Background: an optimization exercise with open tools, aiming at small area and a short achievable clock period. Do not read the settings as production practice.
RTL that was checked went through simulation tests only; none was proved equivalent to the original.

==> 11-02 <==
Design fir_retimed, start of the top module:
module fir_retimed #(
    parameter N_TAPS = 4,
    parameter DATA_WIDTH = 18,
    parameter COEFF_WIDTH = 18
) (
    input clk,
    input reset_n,
    input ena,
    input signed [DATA_WIDTH-1:0] data_in,
    output signed [(DATA_WIDTH + COEFF_WIDTH + 2)-1:0] data_out
);
==> module fir_retimed, before the edit <==
module fir_retimed #(
    parameter N_TAPS = 4,
    parameter DATA_WIDTH = 18,
    parameter COEFF_WIDTH = 18
) (
    input clk,
    input reset_n,
    input ena,
    input signed [DATA_WIDTH-1:0] data_in,
    output signed [(DATA_WIDTH + COEFF_WIDTH + 2)-1:0] data_out
);
    localparam KIND = 5;
    reg signed [17:0] x0, x1;
    reg signed [18:0] u;
    reg signed [20:0] s2;
    reg signed [21:0] s1;
    reg signed [21:0] s;
    reg signed [23:0] z;
    wire [18:0] u_next;
    wire [20:0] s2_next;
    wire [21:0] s1_next;
    wire [21:0] s_next;
    wire [23:0] z_next;
    pfx_add #(.W(19), .KIND(KIND)) add_u (
        .a({x0[17], x0}), .b({x1[17], x1}), .ci(1'b0), .s(u_next));
    pfx_add #(.W(21), .KIND(KIND)) add_s2 (
        .a({u, 2'b00}), .b(~{{3{x1[17]}}, x1}), .ci(1'b1), .s(s2_next));
    pfx_add #(.W(21), .KIND(KIND)) add_s1 (
        .a({s2[20], s2[20:1]}), .b({{3{x1[17]}}, x1}), .ci(1'b0), .s(s1_next[21:1]));
    assign s1_next[0] = s2[0];
    pfx_add #(.W(22), .KIND(KIND)) add_s (
        .a(s1), .b({{4{x1[17]}}, x1}), .ci(1'b0), .s(s_next));
    pfx_add #(.W(22), .KIND(KIND)) add_z (
        .a({s[21], s[21], s[21:2]}), .b(s), .ci(1'b0), .s(z_next[23:2]));
    assign z_next[1:0] = s[1:0];
    always @(posedge clk or negedge reset_n) begin
        if (!reset_n) begin
            x0 <= 18'd0;
            x1 <= 18'd0;
            u  <= 19'd0;
            s2 <= 21'd0;
            s1 <= 22'd0;
            s  <= 22'd0;
            z  <= 24'd0;
        end else if (ena) begin
            x0 <= data_in;
            x1 <= x0;
            u  <= u_next;
            s2 <= s2_next;
            s1 <= s1_next;
            s  <= s_next;
            z  <= z_next;
        end
    end
    assign data_out = {{13{z[23]}}, z, 1'b0};
endmodule
==> module pfx_add, before the edit <==
module pfx_add #(parameter W = 22, parameter KIND = 0) (
    input  [W-1:0] a,
    input  [W-1:0] b,
    input          ci,
    output [W-1:0] s
);
    reg [W-1:0] g, p, p0, gp2, pp2;
    integer i, l, j;
    always @* begin
        p0 = a ^ b;
        g  = a & b;
        p  = p0;
        g[0] = g[0] | (p[0] & ci);
        if (KIND == 0) begin
            for (l = 1; (1 << l) <= 2*W; l = l + 1)
                for (j = (1 << l) - 1; j < W; j = j + (1 << l)) begin
                    g[j] = g[j] | (p[j] & g[j - (1 << (l-1))]);
                    p[j] = p[j] & p[j - (1 << (l-1))];
                end
            for (l = 12; l > 0; l = l - 1)
                for (j = (1 << l) + (1 << (l-1)) - 1; j < W; j = j + (1 << l)) begin
                    g[j] = g[j] | (p[j] & g[j - (1 << (l-1))]);
                    p[j] = p[j] & p[j - (1 << (l-1))];
                end
        end else if (KIND == 1) begin
            for (l = 0; (1 << l) < W; l = l + 1)
                for (i = W - 1; i >= 0; i = i - 1)
                    if ((i >> l) & 1) begin
                        j = ((i >> l) << l) - 1;
                        g[i] = g[i] | (p[i] & g[j]);
                        p[i] = p[i] & p[j];
                    end
        end else if (KIND == 4 || KIND == 5) begin
            gp2 = g; pp2 = p;
            for (i = 2; i < W; i = i + 2) begin
                gp2[i] = g[i] | (p[i] & g[i-1]);
                pp2[i] = p[i] & p[i-1];
            end
            for (l = 0; (1 << l) < W; l = l + 1)
                for (i = W - 1; i >= 0; i = i - 1)
                    if ((i >> l) & 1) begin
                        j = ((i >> l) << l) - 1;
                        if (KIND == 5 && i == 1) begin
                            g[1] = g[1] | ((p[1] & a[0]) & b[0]) | ((p[1] & p0[0]) & ci);
                            p[1] = p[1] & p[0];
                        end else if (j == i - 1 && j > 0 && ((i >> (l+1)) == 0)) begin
                            g[i] = gp2[i] | (pp2[i] & g[i-2]);
                            p[i] = pp2[i] & p[i-2];
                        end else begin
                            g[i] = g[i] | (p[i] & g[j]);
                            p[i] = p[i] & p[j];
                        end
                    end
        end else if (KIND == 2) begin
            for (l = 0; (1 << l) < W; l = l + 1)
                for (i = W - 1; i >= (1 << l); i = i - 1) begin
                    g[i] = g[i] | (p[i] & g[i - (1 << l)]);
                    p[i] = p[i] & p[i - (1 << l)];
                end
        end else begin
            for (i = 1; i < W; i = i + 1)
                g[i] = g[i] | (p[i] & g[i-1]);
        end
    end
    assign s = p0 ^ {g[W-2:0], ci};
endmodule
==> flow/config.mk <==
export PLATFORM = sky130hd
export DESIGN_NAME = fir_retimed
export DESIGN_NICKNAME = fir_retimed
export VERILOG_FILES = /design/flow/design.v
export SDC_FILE = /design/flow/constraint.sdc
export NUM_CORES = 4
export LEC_CHECK = 0
export ABC_AREA = 1
export CAP_MARGIN = 0
export CORE_MARGIN = 2
export CORE_UTILIZATION = 40
export CTS_BUF_LIST = sky130_fd_sc_hd__clkbuf_8
export PLACE_DENSITY_LB_ADDON = 0.1
export SETUP_SLACK_MARGIN = 2.4
export SLEW_MARGIN = 0
==> flow/constraint.sdc <==
create_clock -name core_clock -period 4.5 [get_ports {clk}]
set_input_delay 0.9000 -clock core_clock [delete_from_list [all_inputs] [get_ports {clk}]]
set_output_delay 0.9000 -clock core_clock [all_outputs]
set_load 0.01 [all_outputs]
standard.sh (not shown) runs the stock make flow with config.mk's settings and CLKGATE_MAP_FILE= SYNTH_SCRIPT=/design/flow/synth_recipe.tcl, a recipe that flattens the netlist after the stock synthesis.
==> flow/flow/run.sh <==
#!/bin/bash
# The standard layout, with plain buffers (not delay cells) on the ports and
# a clock tree with fewer, more loaded sink buffers and no dummy loads.
set -euo pipefail
bash standard.sh \
  BUFFER_PORTS_ARGS="-buffer_cell sky130_fd_sc_hd__buf_1" \
  CTS_ARGS="-sink_clustering_enable -repair_clock_nets -buf_list sky130_fd_sc_hd__clkbuf_8 -dont_use_dummy_load" \
  finish > make_finish.log 2>&1
==> 03-20: changes against 11-02 <==
--- a/flow/design.v
+++ b/flow/design.v
@@ -10,5 +10,5 @@
     output signed [(DATA_WIDTH + COEFF_WIDTH + 2)-1:0] data_out
 );
-    localparam KIND = 5;
+    localparam KIND = 2;
     reg signed [17:0] x0, x1;
     reg signed [18:0] u;
@@ -61,5 +61,5 @@
     output [W-1:0] s
 );
-    reg [W-1:0] g, p, p0, gp2, pp2;
+    reg [W-1:0] g, p, p0;
     integer i, l, j;
     always @* begin
@@ -87,25 +87,4 @@
                         p[i] = p[i] & p[j];
                     end
-        end else if (KIND == 4 || KIND == 5) begin
-            gp2 = g; pp2 = p;
-            for (i = 2; i < W; i = i + 2) begin
-                gp2[i] = g[i] | (p[i] & g[i-1]);
-                pp2[i] = p[i] & p[i-1];
-            end
-            for (l = 0; (1 << l) < W; l = l + 1)
-                for (i = W - 1; i >= 0; i = i - 1)
-                    if ((i >> l) & 1) begin
-                        j = ((i >> l) << l) - 1;
-                        if (KIND == 5 && i == 1) begin
-                            g[1] = g[1] | ((p[1] & a[0]) & b[0]) | ((p[1] & p0[0]) & ci);
-                            p[1] = p[1] & p[0];
-                        end else if (j == i - 1 && j > 0 && ((i >> (l+1)) == 0)) begin
-                            g[i] = gp2[i] | (pp2[i] & g[i-2]);
-                            p[i] = pp2[i] & p[i-2];
-                        end else begin
-                            g[i] = g[i] | (p[i] & g[j]);
-                            p[i] = p[i] & p[j];
-                        end
-                    end
         end else if (KIND == 2) begin
             for (l = 0; (1 << l) < W; l = l + 1)
==> flow/run.sh (new file) <==
#!/bin/bash
# synth_recipe.tcl (not shown) runs the flow's synth.tcl, then flattens the netlist and writes it again
# the make line also repeats each setting of config.mk as NAME=value (left out here)
make -C /OpenROAD-flow-scripts/flow DESIGN_CONFIG=/design/flow/config.mk WORK_HOME=/design/flow/orfs CLKGATE_MAP_FILE= SYNTH_SCRIPT=/design/flow/synth_recipe.tcl finish
==> flow/config.mk (replaced) <==
export PLATFORM = sky130hd
export DESIGN_NAME = fir_retimed
export DESIGN_NICKNAME = fir_retimed
export VERILOG_FILES = /design/flow/design.v
export SDC_FILE = /design/flow/constraint.sdc
export NUM_CORES = 4
export LEC_CHECK = 0
export CAP_MARGIN = 20
export CORE_MARGIN = 2
export CORE_UTILIZATION = 40
export SETUP_SLACK_MARGIN = 1.8
export SLEW_MARGIN = 20
removed: flow/flow/run.sh
removed: flow/standard.sh
==> 10-26: changes against 11-02 <==
--- a/flow/design.v
+++ b/flow/design.v
@@ -10,5 +10,5 @@
     output signed [(DATA_WIDTH + COEFF_WIDTH + 2)-1:0] data_out
 );
-    localparam KIND = 5;
+    localparam KIND = 0;
     reg signed [17:0] x0, x1;
     reg signed [18:0] u;
@@ -61,5 +61,5 @@
     output [W-1:0] s
 );
-    reg [W-1:0] g, p, p0, gp2, pp2;
+    reg [W-1:0] g, p, p0;
     integer i, l, j;
     always @* begin
@@ -87,25 +87,4 @@
                         p[i] = p[i] & p[j];
                     end
-        end else if (KIND == 4 || KIND == 5) begin
-            gp2 = g; pp2 = p;
-            for (i = 2; i < W; i = i + 2) begin
-                gp2[i] = g[i] | (p[i] & g[i-1]);
-                pp2[i] = p[i] & p[i-1];
-            end
-            for (l = 0; (1 << l) < W; l = l + 1)
-                for (i = W - 1; i >= 0; i = i - 1)
-                    if ((i >> l) & 1) begin
-                        j = ((i >> l) << l) - 1;
-                        if (KIND == 5 && i == 1) begin
-                            g[1] = g[1] | ((p[1] & a[0]) & b[0]) | ((p[1] & p0[0]) & ci);
-                            p[1] = p[1] & p[0];
-                        end else if (j == i - 1 && j > 0 && ((i >> (l+1)) == 0)) begin
-                            g[i] = gp2[i] | (pp2[i] & g[i-2]);
-                            p[i] = pp2[i] & p[i-2];
-                        end else begin
-                            g[i] = g[i] | (p[i] & g[j]);
-                            p[i] = p[i] & p[j];
-                        end
-                    end
         end else if (KIND == 2) begin
             for (l = 0; (1 << l) < W; l = l + 1)
==> flow/flow/run.sh (replaced) <==
#!/bin/bash
# The standard layout, with plain buffers (not delay cells) on the ports.
set -euo pipefail
bash standard.sh BUFFER_PORTS_ARGS="-buffer_cell sky130_fd_sc_hd__buf_1" finish > make_finish.log 2>&1
--- a/flow/config.mk
+++ b/flow/config.mk
@@ -11,5 +11,4 @@
 export CORE_UTILIZATION = 40
 export CTS_BUF_LIST = sky130_fd_sc_hd__clkbuf_8
-export PLACE_DENSITY_LB_ADDON = 0.1
-export SETUP_SLACK_MARGIN = 2.4
+export SETUP_SLACK_MARGIN = 1.8
 export SLEW_MARGIN = 0
==> impl_metrics.env <==
export IMPL_status="complete, no violations"
export IMPL_seq_power_share_pct=32.8
export IMPL_fillers=2541
export IMPL_cp_end_kind="output pin"
export IMPL_grt_pass1_wl_um=32900
export IMPL_yosys_area_share_simple_pct=26.3
export IMPL_cp_num_buf_inv=2
export IMPL_multi_input_gates=965
export IMPL_multi_input_area_share_pct=50.7
export IMPL_synth_compound_area_share_pct=10.8
export IMPL_dr_wl_met2_um=7750
[end of results for 11-02]
==> impl_metrics.env <==
export IMPL_status="complete, no violations"
export IMPL_num_nonclk_buffers=86
export IMPL_cp_end_kind="flip-flop"
export IMPL_clkbuf_count=17
export IMPL_yosys_area_share_simple_pct=15.8
export IMPL_multi_input_area_share_pct=49.4
export IMPL_seq_power_share_pct=35.5
export IMPL_grt_pass1_wl_um=29600
export IMPL_largest_reg_flops=24
export IMPL_cp_num_buf_inv=1
export IMPL_fillers=2228
[end of results for 10-26]
==> impl_metrics.env <==
export IMPL_seq_power_share_pct=24.3
export IMPL_status="complete, no violations"
export IMPL_yosys_area_share_simple_pct=10.5
export IMPL_cp_num_buf_inv=0
export IMPL_multi_input_area_share_pct=53.2
export IMPL_tightest_slew_ps=984
export IMPL_hp_start="s1[14]$_DFFE_PN0P_"
export IMPL_fillers=2398
export IMPL_crit_family="compound AO/OA/AOI/OAI gates"
export IMPL_p_int_mw=5.41
export IMPL_largest_reg_flops=24
export IMPL_multi_input_gates=801
export IMPL_ctsHtreeMaxLevel=4
export IMPL_dr_wl_met2_um=9930
export IMPL_synth_compound_area_share_pct=22.7
export IMPL_cp_end_kind="flip-flop"
[end of results for 03-20]
Only the layout flow was run in 03-20; the RTL was not checked for function there.

re-timing with driven ports:
The flow's constraints put no driver on any port. The routed layouts listed below were extracted and timed again, unchanged, in two steps.
Step 1 sets driving cells, clkbuf_16 on the clock port and buf_2 on the other inputs (assumed; they add their load-dependent delay and slew).
Step 2, shift: input delay + t, output delay - t, t = (earliest + latest rising clock arrival at the registers) / 2. This alone moves slack from input paths to output paths.
Three values: ideal, step 1, step 2; two values: the first two.
run	t, ns	slack for setup (ns)	latest minus earliest clock arrival (ns)	slew at the worst register clock pin (ns)
11-02	0.485	2.457 / 2.417 / 2.139	0.031 / 0.031	0.09 / 0.09
03-20	0.471	1.829 / 1.829 / 1.829	0.012 / 0.012	0.07 / 0.07
10-26	0.493	1.913 / 1.913 / 1.913	0.018 / 0.019	0.09 / 0.09
After both steps setup and hold are still met in every run listed. The setup slack of 11-02, which loses most, moves by -0.040 ns with the drivers and by -0.318 ns with both steps.
